This is an optimization exercise on Yosys and OpenROAD, whose aim is small area, a short achievable clock period and few clock cycles per item, not a production implementation. Function was not checked in any run shown here: the RTL went through the layout flow alone. No activity file was given, so power comes from the tool's default toggle rates.

<file path="design/flow/config.mk">
export PLATFORM = sky130hd
export DESIGN_NAME = AuctionSearch
export DESIGN_NICKNAME = AuctionSearch
export VERILOG_FILES = /design/flow/design.v
export SDC_FILE = /design/flow/constraint.sdc
export NUM_CORES = 4
export LEC_CHECK = 0
export CAP_MARGIN = 20
export CORE_MARGIN = 2
export CORE_UTILIZATION = 40
export PLACE_DENSITY = 0.6
export SLEW_MARGIN = 20
</file>
<file path="design/flow/constraint.sdc">
create_clock -name core_clock -period 4.0 [get_ports {clock}]
set_input_delay 0.8000 -clock core_clock [delete_from_list [all_inputs] [get_ports {clock}]]
set_output_delay 0.8000 -clock core_clock [all_outputs]
set_load 0.01 [all_outputs]
</file>
<file path="design/flow/design.v">
module ProcessingElement(
  input         clock,
  input         io_rewardIn_valid,
  input  [7:0]  io_rewardIn_bits_reward,
  input  [10:0] io_rewardIn_bits_idx,
  output [10:0] io_agentIdx,
  input  [7:0]  io_price,
  output [7:0]  io_diff,      
  output        io_neg,       
  output        io_zero,      
  output [7:0]  io_reward,
  output [7:0]  io_id
);
  reg [7:0] s1_reward;
  reg [7:0] s1_idx;
  reg       s1_valid;
  always @(posedge clock) begin
    s1_reward <= io_rewardIn_bits_reward;
    s1_idx    <= io_rewardIn_bits_idx[7:0];
    s1_valid  <= io_rewardIn_valid;
  end
  assign io_agentIdx = {3'd0, io_rewardIn_bits_idx[7:0]};
  wire [7:0] a = s1_reward;
  wire [7:0] nb = ~io_price;
  wire [7:0] g0 = {a[7:1] & nb[7:1], a[0] | nb[0]};
  wire [7:0] t0 = a | nb;
  wire [7:0] h  = a ^ nb;
  wire [7:0] g1, t1, g2, t2, g3, t3;
  genvar i;
  generate
    for (i = 0; i < 8; i = i + 1) begin : ks
      if (i >= 1) begin : l1
        assign g1[i] = g0[i] | (t0[i] & g0[i-1]);
        assign t1[i] = t0[i] & t0[i-1];
      end else begin : l1b
        assign g1[i] = g0[i];
        assign t1[i] = t0[i];
      end
      if (i >= 2) begin : l2
        assign g2[i] = g1[i] | (t1[i] & g1[i-2]);
        assign t2[i] = t1[i] & t1[i-2];
      end else begin : l2b
        assign g2[i] = g1[i];
        assign t2[i] = t1[i];
      end
      if (i >= 4) begin : l3
        assign g3[i] = g2[i] | (t2[i] & g2[i-4]);
      end else begin : l3b
        assign g3[i] = g2[i];
      end
    end
  endgenerate
  wire [7:0] c = {g3[6:0], 1'b1};
  assign io_diff = h ^ c;
  assign io_neg  = ~g3[7] | ~s1_valid;
  assign io_zero = io_neg | (s1_reward == io_price);
  assign io_reward = s1_reward;
  assign io_id     = s1_idx;
endmodule
module SearchTask(
  input         clock,
  input         reset,
  input         io_inValid,
  input         io_inLast,
  output        io_inReady,
  input  [63:0] io_diff,
  input  [7:0]  io_neg,
  input  [7:0]  io_zero,
  input  [63:0] io_reward,
  input  [63:0] io_id,
  input         io_resultOut_ready,
  output        io_resultOut_valid,
  output [10:0] io_resultOut_bits_winner,
  output [7:0]  io_resultOut_bits_bid
);
  function ge8(input [7:0] a, input [7:0] b);
    reg [7:0] g, t;
    reg [3:0] g1, t1;
    reg [1:0] g2, t2;
    integer k;
    begin
      g = a & ~b;
      t = a | ~b;
      for (k = 0; k < 4; k = k + 1) begin
        g1[k] = g[2*k+1] | (t[2*k+1] & g[2*k]);
        t1[k] = t[2*k+1] & t[2*k];
      end
      for (k = 0; k < 2; k = k + 1) begin
        g2[k] = g1[2*k+1] | (t1[2*k+1] & g1[2*k]);
        t2[k] = t1[2*k+1] & t1[2*k];
      end
      ge8 = g2[1] | (t2[1] & (g2[0] | t2[0]));
    end
  endfunction
  reg       s_valid;    
  reg       s_last;
  reg       t_valid;    
  reg       t_last;
  reg       act;        
  reg [7:0] tBest, tSecond, tId, tReward;
  reg [7:0] aBest, aSecond, aId, aReward;
  wire pending = t_valid & t_last;
  wire busy = (s_valid & s_last) | (pending & ~io_resultOut_ready);
  assign io_inReady = ~busy;
  wire [7:0] d [0:7];
  wire [7:0] r [0:7];
  wire [7:0] x [0:7];
  wire [7:0] b [0:7];
  genvar k;
  generate
    for (k = 0; k < 8; k = k + 1) begin : lane
      assign d[k] = io_diff[8*k +: 8];
      assign r[k] = io_reward[8*k +: 8];
      assign x[k] = io_id[8*k +: 8];
      assign b[k] = io_neg[k] ? 8'd0 : d[k];
    end
  endgenerate
  reg g [0:7][0:7];
  reg [6:0] beat_by [0:7];
  integer i, j;
  always @* begin
    for (i = 0; i < 8; i = i + 1)
      for (j = 0; j < 8; j = j + 1)
        g[i][j] = (i < j) ? (io_zero[j] | (~io_neg[i] & ge8(d[i], d[j]))) : 1'b0;
    for (i = 0; i < 8; i = i + 1)
      for (j = 0; j < 7; j = j + 1)
        beat_by[i][j] = (j < i) ? g[j][i] : ~g[i][j+1];
  end
  function one7(input [6:0] v);
    reg n01, o01, n23, o23, n45, o45, n03, o03;
    begin
      n01 = ~v[0] & ~v[1]; o01 = v[0] ^ v[1];
      n23 = ~v[2] & ~v[3]; o23 = v[2] ^ v[3];
      n45 = ~v[4] & ~v[5]; o45 = v[4] ^ v[5];
      n03 = n01 & n23; o03 = (o01 & n23) | (n01 & o23);
      one7 = (o03 & n45 & ~v[6]) | (n03 & o45 & ~v[6]) | (n03 & n45 & v[6]);
    end
  endfunction
  reg [7:0] w, s;
  reg [7:0] nBest, nSecond, nId, nReward;
  always @* begin
    for (i = 0; i < 8; i = i + 1) begin
      w[i] = ~|beat_by[i];
      s[i] = one7(beat_by[i]);
    end
    nBest = 8'd0; nSecond = 8'd0; nId = 8'd0; nReward = 8'd0;
    for (i = 0; i < 8; i = i + 1) begin
      nBest   = nBest   | ({8{w[i]}} & b[i]);
      nSecond = nSecond | ({8{s[i]}} & b[i]);
      nId     = nId     | ({8{w[i]}} & x[i]);
      nReward = nReward | ({8{w[i]}} & r[i]);
    end
  end
  wire accWins = act & ge8(aBest, tBest);
  wire [7:0] mBest   = accWins ? aBest   : tBest;
  wire [7:0] mId     = accWins ? aId     : tId;
  wire [7:0] mReward = accWins ? aReward : tReward;
  wire [7:0] mSecond = accWins ? (ge8(aSecond, tBest) ? aSecond : tBest) :
                       (act & ge8(aBest, tSecond)) ? aBest : tSecond;
  always @(posedge clock) begin
    if (reset) begin
      s_valid <= 1'b0;
      t_valid <= 1'b0;
      act     <= 1'b0;
    end else begin
      s_valid <= io_inValid & ~busy;
      t_valid <= s_valid | (pending & ~io_resultOut_ready);
      if (t_valid & ~t_last)
        act <= 1'b1;
      else if (pending & io_resultOut_ready)
        act <= 1'b0;
    end
    s_last <= io_inLast;
    if (s_valid) begin
      t_last  <= s_last;
      tBest   <= nBest;
      tSecond <= nSecond;
      tId     <= nId;
      tReward <= nReward;
    end
    if (t_valid & ~t_last) begin
      aBest   <= mBest;
      aSecond <= mSecond;
      aId     <= mId;
      aReward <= mReward;
    end
  end
  assign io_resultOut_valid       = pending;
  assign io_resultOut_bits_winner = {3'd0, mId};
  assign io_resultOut_bits_bid    = (mBest == 8'd0) ? 8'd0 :
                                    mReward - mSecond + {7'd0, mBest == mSecond};
endmodule
module AuctionSearch(
  input         clock,
  input         reset,
  output        io_rewardIn_0_ready,
  input         io_rewardIn_0_valid,
  input  [7:0]  io_rewardIn_0_reward,
  input  [10:0] io_rewardIn_0_idx,
  input         io_rewardIn_0_last,
  output [10:0] io_agentIdx_0,
  input  [7:0]  io_price_0,
  output        io_rewardIn_1_ready,
  input         io_rewardIn_1_valid,
  input  [7:0]  io_rewardIn_1_reward,
  input  [10:0] io_rewardIn_1_idx,
  output [10:0] io_agentIdx_1,
  input  [7:0]  io_price_1,
  output        io_rewardIn_2_ready,
  input         io_rewardIn_2_valid,
  input  [7:0]  io_rewardIn_2_reward,
  input  [10:0] io_rewardIn_2_idx,
  output [10:0] io_agentIdx_2,
  input  [7:0]  io_price_2,
  output        io_rewardIn_3_ready,
  input         io_rewardIn_3_valid,
  input  [7:0]  io_rewardIn_3_reward,
  input  [10:0] io_rewardIn_3_idx,
  output [10:0] io_agentIdx_3,
  input  [7:0]  io_price_3,
  output        io_rewardIn_4_ready,
  input         io_rewardIn_4_valid,
  input  [7:0]  io_rewardIn_4_reward,
  input  [10:0] io_rewardIn_4_idx,
  output [10:0] io_agentIdx_4,
  input  [7:0]  io_price_4,
  output        io_rewardIn_5_ready,
  input         io_rewardIn_5_valid,
  input  [7:0]  io_rewardIn_5_reward,
  input  [10:0] io_rewardIn_5_idx,
  output [10:0] io_agentIdx_5,
  input  [7:0]  io_price_5,
  output        io_rewardIn_6_ready,
  input         io_rewardIn_6_valid,
  input  [7:0]  io_rewardIn_6_reward,
  input  [10:0] io_rewardIn_6_idx,
  output [10:0] io_agentIdx_6,
  input  [7:0]  io_price_6,
  output        io_rewardIn_7_ready,
  input         io_rewardIn_7_valid,
  input  [7:0]  io_rewardIn_7_reward,
  input  [10:0] io_rewardIn_7_idx,
  output [10:0] io_agentIdx_7,
  input  [7:0]  io_price_7,
  input         io_resultOut_ready,
  output        io_resultOut_valid,
  output [10:0] io_resultOut_winner,
  output [7:0]  io_resultOut_bid
);
  wire        ready;
  wire [63:0] diff, reward, id;
  wire [7:0]  neg, zero;
  assign io_rewardIn_0_ready = ready;
  assign io_rewardIn_1_ready = ready;
  assign io_rewardIn_2_ready = ready;
  assign io_rewardIn_3_ready = ready;
  assign io_rewardIn_4_ready = ready;
  assign io_rewardIn_5_ready = ready;
  assign io_rewardIn_6_ready = ready;
  assign io_rewardIn_7_ready = ready;
  ProcessingElement pes_0 (
    .clock(clock),
    .io_rewardIn_valid(io_rewardIn_0_valid),
    .io_rewardIn_bits_reward(io_rewardIn_0_reward),
    .io_rewardIn_bits_idx(io_rewardIn_0_idx),
    .io_agentIdx(io_agentIdx_0),
    .io_price(io_price_0),
    .io_diff(diff[7:0]),
    .io_neg(neg[0]),
    .io_zero(zero[0]),
    .io_reward(reward[7:0]),
    .io_id(id[7:0])
  );
  ProcessingElement pes_1 (
    .clock(clock),
    .io_rewardIn_valid(io_rewardIn_1_valid),
    .io_rewardIn_bits_reward(io_rewardIn_1_reward),
    .io_rewardIn_bits_idx(io_rewardIn_1_idx),
    .io_agentIdx(io_agentIdx_1),
    .io_price(io_price_1),
    .io_diff(diff[15:8]),
    .io_neg(neg[1]),
    .io_zero(zero[1]),
    .io_reward(reward[15:8]),
    .io_id(id[15:8])
  );
  ProcessingElement pes_2 (
    .clock(clock),
    .io_rewardIn_valid(io_rewardIn_2_valid),
    .io_rewardIn_bits_reward(io_rewardIn_2_reward),
    .io_rewardIn_bits_idx(io_rewardIn_2_idx),
    .io_agentIdx(io_agentIdx_2),
    .io_price(io_price_2),
    .io_diff(diff[23:16]),
    .io_neg(neg[2]),
    .io_zero(zero[2]),
    .io_reward(reward[23:16]),
    .io_id(id[23:16])
  );
  ProcessingElement pes_3 (
    .clock(clock),
    .io_rewardIn_valid(io_rewardIn_3_valid),
    .io_rewardIn_bits_reward(io_rewardIn_3_reward),
    .io_rewardIn_bits_idx(io_rewardIn_3_idx),
    .io_agentIdx(io_agentIdx_3),
    .io_price(io_price_3),
    .io_diff(diff[31:24]),
    .io_neg(neg[3]),
    .io_zero(zero[3]),
    .io_reward(reward[31:24]),
    .io_id(id[31:24])
  );
  ProcessingElement pes_4 (
    .clock(clock),
    .io_rewardIn_valid(io_rewardIn_4_valid),
    .io_rewardIn_bits_reward(io_rewardIn_4_reward),
    .io_rewardIn_bits_idx(io_rewardIn_4_idx),
    .io_agentIdx(io_agentIdx_4),
    .io_price(io_price_4),
    .io_diff(diff[39:32]),
    .io_neg(neg[4]),
    .io_zero(zero[4]),
    .io_reward(reward[39:32]),
    .io_id(id[39:32])
  );
  ProcessingElement pes_5 (
    .clock(clock),
    .io_rewardIn_valid(io_rewardIn_5_valid),
    .io_rewardIn_bits_reward(io_rewardIn_5_reward),
    .io_rewardIn_bits_idx(io_rewardIn_5_idx),
    .io_agentIdx(io_agentIdx_5),
    .io_price(io_price_5),
    .io_diff(diff[47:40]),
    .io_neg(neg[5]),
    .io_zero(zero[5]),
    .io_reward(reward[47:40]),
    .io_id(id[47:40])
  );
  ProcessingElement pes_6 (
    .clock(clock),
    .io_rewardIn_valid(io_rewardIn_6_valid),
    .io_rewardIn_bits_reward(io_rewardIn_6_reward),
    .io_rewardIn_bits_idx(io_rewardIn_6_idx),
    .io_agentIdx(io_agentIdx_6),
    .io_price(io_price_6),
    .io_diff(diff[55:48]),
    .io_neg(neg[6]),
    .io_zero(zero[6]),
    .io_reward(reward[55:48]),
    .io_id(id[55:48])
  );
  ProcessingElement pes_7 (
    .clock(clock),
    .io_rewardIn_valid(io_rewardIn_7_valid),
    .io_rewardIn_bits_reward(io_rewardIn_7_reward),
    .io_rewardIn_bits_idx(io_rewardIn_7_idx),
    .io_agentIdx(io_agentIdx_7),
    .io_price(io_price_7),
    .io_diff(diff[63:56]),
    .io_neg(neg[7]),
    .io_zero(zero[7]),
    .io_reward(reward[63:56]),
    .io_id(id[63:56])
  );
  SearchTask search (
    .clock(clock),
    .reset(reset),
    .io_inValid(io_rewardIn_0_valid),
    .io_inLast(io_rewardIn_0_last),
    .io_inReady(ready),
    .io_diff(diff),
    .io_neg(neg),
    .io_zero(zero),
    .io_reward(reward),
    .io_id(id),
    .io_resultOut_ready(io_resultOut_ready),
    .io_resultOut_valid(io_resultOut_valid),
    .io_resultOut_bits_winner(io_resultOut_winner),
    .io_resultOut_bits_bid(io_resultOut_bid)
  );
endmodule
</file>
<file path="design/flow/run.sh">
#!/bin/bash
# synth_recipe.tcl (not shown) runs the flow's synth.tcl, then flattens the netlist and writes it again
# the make line also repeats each setting of config.mk as NAME=value (left out here)
make -C /OpenROAD-flow-scripts/flow DESIGN_CONFIG=/design/flow/config.mk WORK_HOME=/design/flow/orfs CLKGATE_MAP_FILE= SYNTH_SCRIPT=/design/flow/synth_recipe.tcl finish
</file>
==> results of run 1 <==
-- power groups by stage --
stage	clock network, mW	logic [mW]	registers, mW
after floorplan	0	2.32	2.39
after global placement	0	4.94	2.41
final	2.27	5.86	2.38
after global routing	2.38	6.12	2.38
after CTS	2.31	5.32	2.37
after detailed placement	0	4.98	2.41
-- flip-flops by register name, indices dropped and copies added, names as in the netlist, 8 cells and up --
signal and count:
pes_0.s1_idx 8, pes_0.s1_reward 8, pes_1.s1_idx 8, pes_1.s1_reward 8, pes_2.s1_idx 8, pes_2.s1_reward 8, pes_3.s1_idx 8, pes_3.s1_reward 8
pes_4.s1_idx 8, pes_4.s1_reward 8, pes_5.s1_idx 8, pes_5.s1_reward 8, pes_6.s1_idx 8, pes_6.s1_reward 8, pes_7.s1_idx 8, pes_7.s1_reward 8
search.aBest 8, search.aId 8, search.aReward 8, search.aSecond 8, search.tBest 8, search.tId 8, search.tReward 8, search.tSecond 8
-- timing repair --
item / in CTS / in global routing
setup endpoints to repair: 48 / 48
gates resized for setup: 287 / 196
pin swaps: 116 / 131
setup buffers: 39 / 37
cloned: 2 / 0
-- per-stage QoR --
stage          setup WS, ps  setup TNS, ps  utilization, %  area, um2
2_1_floorplan         -1610         -44710               -      17860
3_3_place_gp          -2382         -82850           60.31      26090
3_5_place_dp          -2422         -84260           60.31      26090
4_1_cts               -2385         -56000           64.95      28100
5_1_grt               -2582         -54960           67.47      29190
6_report              -2346         -48200           67.47      29190
-- metal layers --
metal / part of all wire (%) / wire length (um)
met4: 5.4 / 4667
met5: 0.015 / 13
met1: 41 / 35350
met2: 45 / 39320
met3: 8.8 / 7681
-- worst max-delay path, stage by stage (launching register included) --
cell	delay (ps)
edfxtp_1	380
nand2b_4	150
maj3_2	310
o221ai_2	150
o311ai_2	140
maj3_2	320
maj3_2	310
o21bai_4	170
and3_4	220
mux2i_4	200
xnor2_1	120
or4_4	520
a2111oi_4	300
ha_2	240
a21o_1	110
a21o_1	120
a21o_1	140
a21oi_2	60
o21bai_1	120
a21oi_1	100
xor2_1	180
xnor2_1	210
xnor2_1	150
nor2b_4	150
buf_2	130
-- cell type report --
class                           instances  area, um2
Fill cell                            3549      14070
Multi-Input combinational cell       1479      12730
Timing Repair Buffer                 1093       9324
Sequential cell                       205       4758
Inverter                              223      837.1
Tap cell                              585      732.0
Clock buffer                           31      668.1
Clock inverter                         13      138.9
-- kinds of logic after synthesis --
family	Yosys count	share of synthesized area, %
fa+ha+maj	231	16.10
mux	41	2.510
simple gates	535	15.85
xor+xnor	69	3.563
flops	205	27.02
buf+inv	399	10.82
compound gates	576	24.11
other cells	1	0.02131
-- cell usage in the layout (no fill, tap or decap), types with 55 or more instances in the layout --
cell,n
nor2_1,124
clkdlybuf4s50_1,252
nand2_1,105
inv_1,201
buf_4,748
ha_1,141
dfxtp_1,137
a21oi_1,71
o21ai_0,55
edfxtp_1,65
-- worst min-delay path by stage --
stage                   from             to  slack [ps]  cells after the start
2_1_floorplan  search.s_last  search.t_last         410                      0
3_3_place_gp   search.s_last  search.t_last         410                      0
3_5_place_dp   search.s_last  search.t_last         420                      0
4_1_cts        search.s_last  search.t_last         440                      0
5_1_grt        search.s_last  search.t_last         450                      0
6_report       search.s_last  search.t_last         440                      0
==> summary.txt, run 1 <==
Detailed routing
  – Total iterations of the first detailed-routing run: 7
  – Routed wire length per instance: 23.98 um
  – Vias: 20650
  – Routed Antenna Nets: 0
  – WL final: 87.04 mm
  – DRC: 0
  – Iteration-0 DRC Markers: 2317
  – Vias per std cell: 5.690

Power and ir drop
  – Switching power: 4.064 mW
  – Sw Ratio: 38.66%
  – Peak supply drop: 442.3 uV
  – Clock group share of total power: 21.6%
  – Leak pwr: 13.23 nW
  – Combinational Power Share: 55.8%
  – Reg power frac: 22.6%
  – Pint: 6.448 mW
  – Power per cell area: 360.1 nW/um2
  – Power after layout: 10.51 mW

Synthesis
  – Post-synth top cells: inv_1, ha_1, dfxtp_1
  – Synthesized area: 17590 um2
  – Top_reg_cell synth: dfxtp_1
  – Syn Area/Cell: 8.553 um2
  – Largest cells by area after synthesis: dfxtp_1, ha_1, edfxtp_1
  – Yosys cell types: 93
  – Sequential area share after synthesis: 27.02%
  – Yosys warning count: 4
  – Most numerous cell in the Yosys netlist: inv_1
  – Synthesized flop and latch total: 205
  – Post-synth top area share: 15.93%
  – Ys async rst share: 0%
  – Area leader, netlist: dfxtp_1
  – Synth Instances: 2057
  – Number of flops mapped to enable cells by yosys: 65

STA
  – Worst hold margin: 437.5 ps
  – Layout Skew: 16.65 ps
  – Crit share post-route: 158.6%
  – Slew @ Worst Pin: 913.9 ps
  – Final Hold Viols: 0
  – Final slew viol count: 0
  – Final worst slack: -2346 ps
  – Minimum clock period: 6346 ps
  – Final setup viols: 48
  – Unrepaired setup endpoints after global routing: true
  – Max Freq: 157.6 MHz
  – Rel. slew slack: 39.07%

Global routing
  – All-Layer GR Usage: 36.62%
  – First-pass GRT wire length: 124.3 mm
  – Largest net degree at the start of global routing: 35
  – Initial antenna violation count: 2
  – Congestion Overflow GR: 0
  – GRT busiest layer: met2
  – GR Util met2: 59.01%
  – GR Layer Usage met1: 48.07%
  – Met3 Use GR: 6.693%
  – Vias in the first global route: 20400

Place
  – DP Cell Count: 3515
  – GPL Wtd Cong: 1.067
  – Buffers on Ports: 292
  – Hpwl dp: 70.83 mm

Critical path
  – Worst Reg-to-Reg Cells: 24
  – Critical path type: register to primary output
  – CP endpoint kind: primary output
  – Worst R2R Setup Slack: -1400 ps
  – Critical Path Source Type: register
  – CP arrival: 5550 ps
  – Worst Path Required: 3200 ps
  – FF-to-FF Start: pes_0.s1_reward[0]
  – Worst Setup EP: io_resultOut_bid[7]
  – Worst reg2reg path endpoint: search.tSecond[6]
  – Critical path peak fanout: 7
  – CP Launch Point: search.aBest[0]

CTS
  – Cts hold-fix bufs: 0
  – Clock-pin slew on the worst setup and hold paths: 60 ps
  – CTS Root Cell: clkbuf_16
  – Clk Latency, worst-skew pair: 560 ps
  – Sink Count: 205
  – CTS H-tree depth: 1
  – CTS Buf Count: 24
  – Max Root-Sink Buffers: 3
  – CTS tree: done

Die
  – Starting Density: 40.67%
  – Die width: 213.7 um
  – Row count: 76
  – Total core area: 43270 um2
  – Die ar.: 45680 um2
  – Die extent in y: 213.7 um
  – I/O pins: 344

Cells and area
  – Area Growth Syn to Fin: 65.91%
  – Layout cells sized above 1: 39.85%
  – Ant. Diodes: 0
  – Post-Layout Cell Count: 3629
  – # nets final: 3431

Run status
  – Layout check faults: setup timing
  – Status: complete, but fails checks

Flow run
  – Number of max-cap violations: 0

Worst hold path
  – Worst hold path type: register to register
==> run 2: changes to the inputs <==
--- a/design/flow/design.v
+++ b/design/flow/design.v
@@ -57,21 +57,16 @@
   assign io_reward = s1_reward;
   assign io_id     = s1_idx;
 endmodule
-module SearchTask(
-  input         clock,
-  input         reset,
-  input         io_inValid,
-  input         io_inLast,
-  output        io_inReady,
+module BeatReduce(
   input  [63:0] io_diff,
   input  [7:0]  io_neg,
   input  [7:0]  io_zero,
   input  [63:0] io_reward,
   input  [63:0] io_id,
-  input         io_resultOut_ready,
-  output        io_resultOut_valid,
-  output [10:0] io_resultOut_bits_winner,
-  output [7:0]  io_resultOut_bits_bid
+  output reg [7:0] io_best,
+  output reg [7:0] io_second,
+  output reg [7:0] io_bestId,
+  output reg [7:0] io_bestReward
 );
   function ge8(input [7:0] a, input [7:0] b);
     reg [7:0] g, t;
@@ -92,16 +87,6 @@
       ge8 = g2[1] | (t2[1] & (g2[0] | t2[0]));
     end
   endfunction
-  reg       s_valid;    
-  reg       s_last;
-  reg       t_valid;    
-  reg       t_last;
-  reg       act;        
-  reg [7:0] tBest, tSecond, tId, tReward;
-  reg [7:0] aBest, aSecond, aId, aReward;
-  wire pending = t_valid & t_last;
-  wire busy = (s_valid & s_last) | (pending & ~io_resultOut_ready);
-  assign io_inReady = ~busy;
   wire [7:0] d [0:7];
   wire [7:0] r [0:7];
   wire [7:0] x [0:7];
@@ -137,20 +122,72 @@
     end
   endfunction
   reg [7:0] w, s;
-  reg [7:0] nBest, nSecond, nId, nReward;
   always @* begin
     for (i = 0; i < 8; i = i + 1) begin
       w[i] = ~|beat_by[i];
       s[i] = one7(beat_by[i]);
     end
-    nBest = 8'd0; nSecond = 8'd0; nId = 8'd0; nReward = 8'd0;
+    io_best = 8'd0; io_second = 8'd0; io_bestId = 8'd0; io_bestReward = 8'd0;
     for (i = 0; i < 8; i = i + 1) begin
-      nBest   = nBest   | ({8{w[i]}} & b[i]);
-      nSecond = nSecond | ({8{s[i]}} & b[i]);
-      nId     = nId     | ({8{w[i]}} & x[i]);
-      nReward = nReward | ({8{w[i]}} & r[i]);
+      io_best   = io_best   | ({8{w[i]}} & b[i]);
+      io_second = io_second | ({8{s[i]}} & b[i]);
+      io_bestId     = io_bestId     | ({8{w[i]}} & x[i]);
+      io_bestReward = io_bestReward | ({8{w[i]}} & r[i]);
     end
   end
+endmodule
+module SearchTask(
+  input         clock,
+  input         reset,
+  input         io_inValid,
+  input         io_inLast,
+  output        io_inReady,
+  input  [63:0] io_diff,
+  input  [7:0]  io_neg,
+  input  [7:0]  io_zero,
+  input  [63:0] io_reward,
+  input  [63:0] io_id,
+  input         io_resultOut_ready,
+  output        io_resultOut_valid,
+  output [10:0] io_resultOut_bits_winner,
+  output [7:0]  io_resultOut_bits_bid
+);
+  function ge8(input [7:0] a, input [7:0] b);
+    reg [7:0] g, t;
+    reg [3:0] g1, t1;
+    reg [1:0] g2, t2;
+    integer k;
+    begin
+      g = a & ~b;
+      t = a | ~b;
+      for (k = 0; k < 4; k = k + 1) begin
+        g1[k] = g[2*k+1] | (t[2*k+1] & g[2*k]);
+        t1[k] = t[2*k+1] & t[2*k];
+      end
+      for (k = 0; k < 2; k = k + 1) begin
+        g2[k] = g1[2*k+1] | (t1[2*k+1] & g1[2*k]);
+        t2[k] = t1[2*k+1] & t1[2*k];
+      end
+      ge8 = g2[1] | (t2[1] & (g2[0] | t2[0]));
+    end
+  endfunction
+  reg       s_valid;    
+  reg       s_last;
+  reg       t_valid;    
+  reg       t_last;
+  reg       act;        
+  reg [7:0] tBest, tSecond, tId, tReward;
+  reg [7:0] aBest, aSecond, aId, aReward;
+  wire pending = t_valid & t_last;
+  wire busy = (s_valid & s_last) | (pending & ~io_resultOut_ready);
+  assign io_inReady = ~busy;
+  wire [7:0] nBest, nSecond, nId, nReward;
+  BeatReduce reduce (
+    .io_diff(io_diff), .io_neg(io_neg), .io_zero(io_zero),
+    .io_reward(io_reward), .io_id(io_id),
+    .io_best(nBest), .io_second(nSecond), .io_bestId(nId), .io_bestReward(nReward)
+  );
+  integer i;
   wire accWins = act & ge8(aBest, tBest);
   wire [7:0] mBest   = accWins ? aBest   : tBest;
   wire [7:0] mId     = accWins ? aId     : tId;
--- a/design/flow/config.mk
+++ b/design/flow/config.mk
@@ -10,3 +10,4 @@
 export CORE_UTILIZATION = 40
 export PLACE_DENSITY = 0.6
 export SLEW_MARGIN = 20
+export SYNTH_HIERARCHICAL = 1
==> summary.txt, run 2 <==
Cells and area
  – Area Growth Syn to Fin: 66.79%
  – Finished Core Util: 67.53% (about the same)
  – Most common cell after layout, fill and taps aside: buf_4
  – Most frequent cells in the layout: buf_4, clkdlybuf4s50_1, inv_1, nor2_1, dfxtp_1
  – # nets final: 3407 (-0.70%)
  – Layout cells sized above 1: 43.06% (+3.2 points)
  – Post-Layout Cell Count: 3624 (-0.14%)

Die
  – Die ar.: 46470 um2 (+1.7%)
  – Die width: 215.6 um (+0.86%)
  – I/O pins: 344 (unchanged)
  – Total core area: 44220 um2 (+2.2%)
  – Die extent in y: 215.6 um (+0.86%)
  – Starting Density: 40.49% (-0.18 points)
  – Row count: 77 (+1.3%)

Detailed routing
  – Total iterations of the first detailed-routing run: 7 (unchanged)
  – DRC: 0 (unchanged)
  – Routed Antenna Nets: 0 (unchanged)
  – Routed wire length per instance: 23.05 um (-3.9%)
  – Iteration-0 DRC Markers: 1622 (-30%)
  – Vias per std cell: 5.539 (-2.7%)
  – WL final: 83.53 mm (-4.0%)
  – Vias: 20070 (-2.8%)

Critical path
  – Worst reg2reg path endpoint: search.tSecond[6]
  – Worst Reg-to-Reg Cells: 20 (-17%)
  – Critical path peak fanout: 5 (-2)
  – CP arrival: 4870 ps (-680 ps)
  – Worst R2R Setup Slack: -1420 ps (-20 ps)
  – CP endpoint kind: primary output
  – Critical Path Source Type: register
  – CP Launch Point: search.tBest[5]
  – Worst Path Required: 3200 ps (about the same)
  – FF-to-FF Start: pes_1.s1_reward[0]
  – Critical path type: register to primary output

Worst hold path
  – Worst hold path type: register to register
  – Hold Crit Endpoint: search.t_last
  – Hold Startpoint: search.s_last
  – Hold path depth: 0 (unchanged)

STA
  – Max Freq: 176.5 MHz (+12%)
  – Unrepaired setup endpoints after global routing: true
  – Minimum clock period: 5667 ps (-678.3 ps)
  – Final setup viols: 48 (unchanged)
  – Final Hold Viols: 0 (unchanged)
  – Layout Skew: 11.56 ps (-5.085 ps)
  – Final slew viol count: 0 (unchanged)
  – Slew @ Worst Pin: 893.2 ps (-20.76 ps)
  – Final worst slack: -1667 ps (+678.3 ps)
  – Rel. slew slack: 40.33% (+1.3 points)
  – Crit share post-route: 141.7% (-17 points)

Power and ir drop
  – Pint: 6.485 mW (+0.58%)
  – Reg power frac: 22.0% (-0.6 points)
  – Power per cell area: 354.3 nW/um2 (-1.6%)
  – Leak pwr: 13.22 nW (about the same)
  – Peak supply drop: 376.8 uV (-15%)
  – Combinational Power Share: 56.6% (+0.8 points)
  – Switching power: 4.095 mW (+0.76%)
  – Clock group share of total power: 21.4% (-0.2 points)
  – Sw Ratio: 38.70% (+0.041 points)

CTS
  – Clock-pin slew on the worst setup and hold paths: 60 ps (about the same)
  – Sink Count: 205 (unchanged)
  – Clk Latency, worst-skew pair: 570 ps (about the same)
  – Max Root-Sink Buffers: 3 (unchanged)
  – CTS Root Cell: clkbuf_16
  – CTS Buf Count: 25 (+4.2%)
  – CTS H-tree depth: 1 (unchanged)
  – CTS tree: done
  – Cts hold-fix bufs: 0 (unchanged)

Place
  – GPL Wtd Cong: 1.051 (-1.5%)
  – Buffers on Ports: 292 (unchanged)
  – DP Cell Count: 3471 (-1.3%)
  – Hpwl dp: 66.27 mm (-6.4%)

Global routing
  – Congestion Overflow GR: 0 (unchanged)
  – Largest net degree at the start of global routing: 35 (unchanged)
  – First-pass GRT wire length: 122.0 mm (-1.8%)
  – All-Layer GR Usage: 34.64% (-2.0 points)
  – Initial antenna violation count: 1 (-1)
  – Vias in the first global route: 20310 (-0.42%)

Run status
  – Layout check faults: setup timing
  – Status: complete, but fails checks

Synthesis
  – Synth Instances: 2135 (+3.8%)
  – Syn Area/Cell: 8.386 um2 (-2.0%)
  – Yosys warning count: 11 (+7)
  – Synthesized area: 17900 um2 (+1.8%)

Flow run
  – Number of max-cap violations: 0 (unchanged)
## run 2: cell count changes in the layout (fill, tap and decap cells not counted), moves of 17 or more
cell      previous run  this run
a21oi_1             71        36
buf_4              748       639
ha_1               141       124
maj3_2              25        58
inv_2               22        41
buf_6               31        53
a22oi_1             27         9
nor2_2               7        26
a222oi_1            23         4
nor2_1             124       154
a22o_1              28         7
## run 2: power groups by stage
stage / clock (mW) / combinational [mW] / sequential (mW)
after global placement: 0 / 4.81 / 2.37
final: 2.26 / 5.98 / 2.33
after floorplan: 0 / 2.39 / 2.36
after detailed placement: 0 / 4.84 / 2.37
after CTS: 2.30 / 5.52 / 2.33
after global routing: 2.37 / 6.26 / 2.34
## run 2: how the worst max path moves through the flow
stage,end,slack (ps)
5_1_grt,io_resultOut_bid[7],-1840
6_report,io_resultOut_bid[7],-1670
4_1_cts,io_resultOut_bid[7],-1850
3_5_place_dp,search.tSecond[6],-2940
3_3_place_gp,search.tSecond[6],-2850
2_1_floorplan,search.tSecond[5],-1520
## run 2: critical path, stage by stage, from the launching register on
cell and delay (ps):
edfxtp_1 490, buf_6 180, nand2b_4 70, nand4_1 210, buf_4 240, nand4_1 80, o21ai_0 110, a211oi_1 230
buf_4 170, xnor2_1 100, o21ai_0 170, nand4_1 210, ha_4 330, inv_2 40, ha_4 140, a21o_1 160
a21oi_2 160, nor2b_2 60, o21a_1 200, o41ai_2 250, xnor2_1 200, xor3_1 270, nor2_2 80, buf_2 130
## run 2: per-stage QoR
| step | total power [mW] | hold WS, ps | worst slack [ps] | cell area (um2) | TNS [ps] |
|---|---|---|---|---|---|
| floorplan | 4.753 | 408.6 | -1522 | 18480 | -39880 |
| global placement | 7.178 | 431.2 | -2845 | 25910 | -86760 |
| detailed placement | 7.215 | 446.9 | -2944 | 25910 | -87850 |
| CTS | 10.15 | 461.3 | -1851 | 28890 | -46560 |
| global route | 10.97 | 468.9 | -1844 | 29860 | -55180 |
| finish | 10.58 | 464.9 | -1667 | 29860 | -48250 |
## run 2: per-layer routing
metal | vias to the layer above | GRT usage [%] | part of all wire, %
met4 | 0 | 21.91 | 8.1
met3 | 288 | 5.314 | 6.7
met1 | 9611 | 42.30 | 40
met2 | 881 | 57.18 | 45
li1 | 9294 | - | -
met5 | - | 0 | 0
## run 2: layout make-up
class	count	area (um2)
Fill cell	3634	14360
Multi-Input combinational cell	1500	13520
Timing Repair Buffer	1021	9000
Sequential cell	205	4766
Inverter	261	1015
Tap cell	592	740.7
Clock buffer	33	728.2
Clock inverter	11	90.09
Antenna cell	1	2.502
## run 2: timing repair
item | CTS | global route
buffers inserted | 82 | 37
pin swaps | 214 | 153
gates cloned | 2 | 1
setup endpoints to repair | 48 | 48
resized for setup | 459 | 167

-- port drivers added, routing unchanged --
Ports are ideal in the flow. The routed layouts listed here were re-timed in OpenROAD.
Step 1, drivers: a clkbuf_16 drives clock and a buf_2 each remaining input, both assumed.
Step 2 also shifts input and output timing later by t, the mid clock arrival at the registers, as if the neighbouring blocks saw the same clock.
a / b / c = ideal / step 1 / step 2; a / b = the first two.
run | t, ns | setup slack, ns | cell pins on the clock port's net
run 1 | 0.603 | -2.346 / -2.402 / -2.023 | 1
run 2 | 0.621 | -1.667 / -1.727 / -2.016 | 1
The setup slack of run 2, which loses most, moves by -0.060 ns with the drivers and by -0.349 ns with both steps.
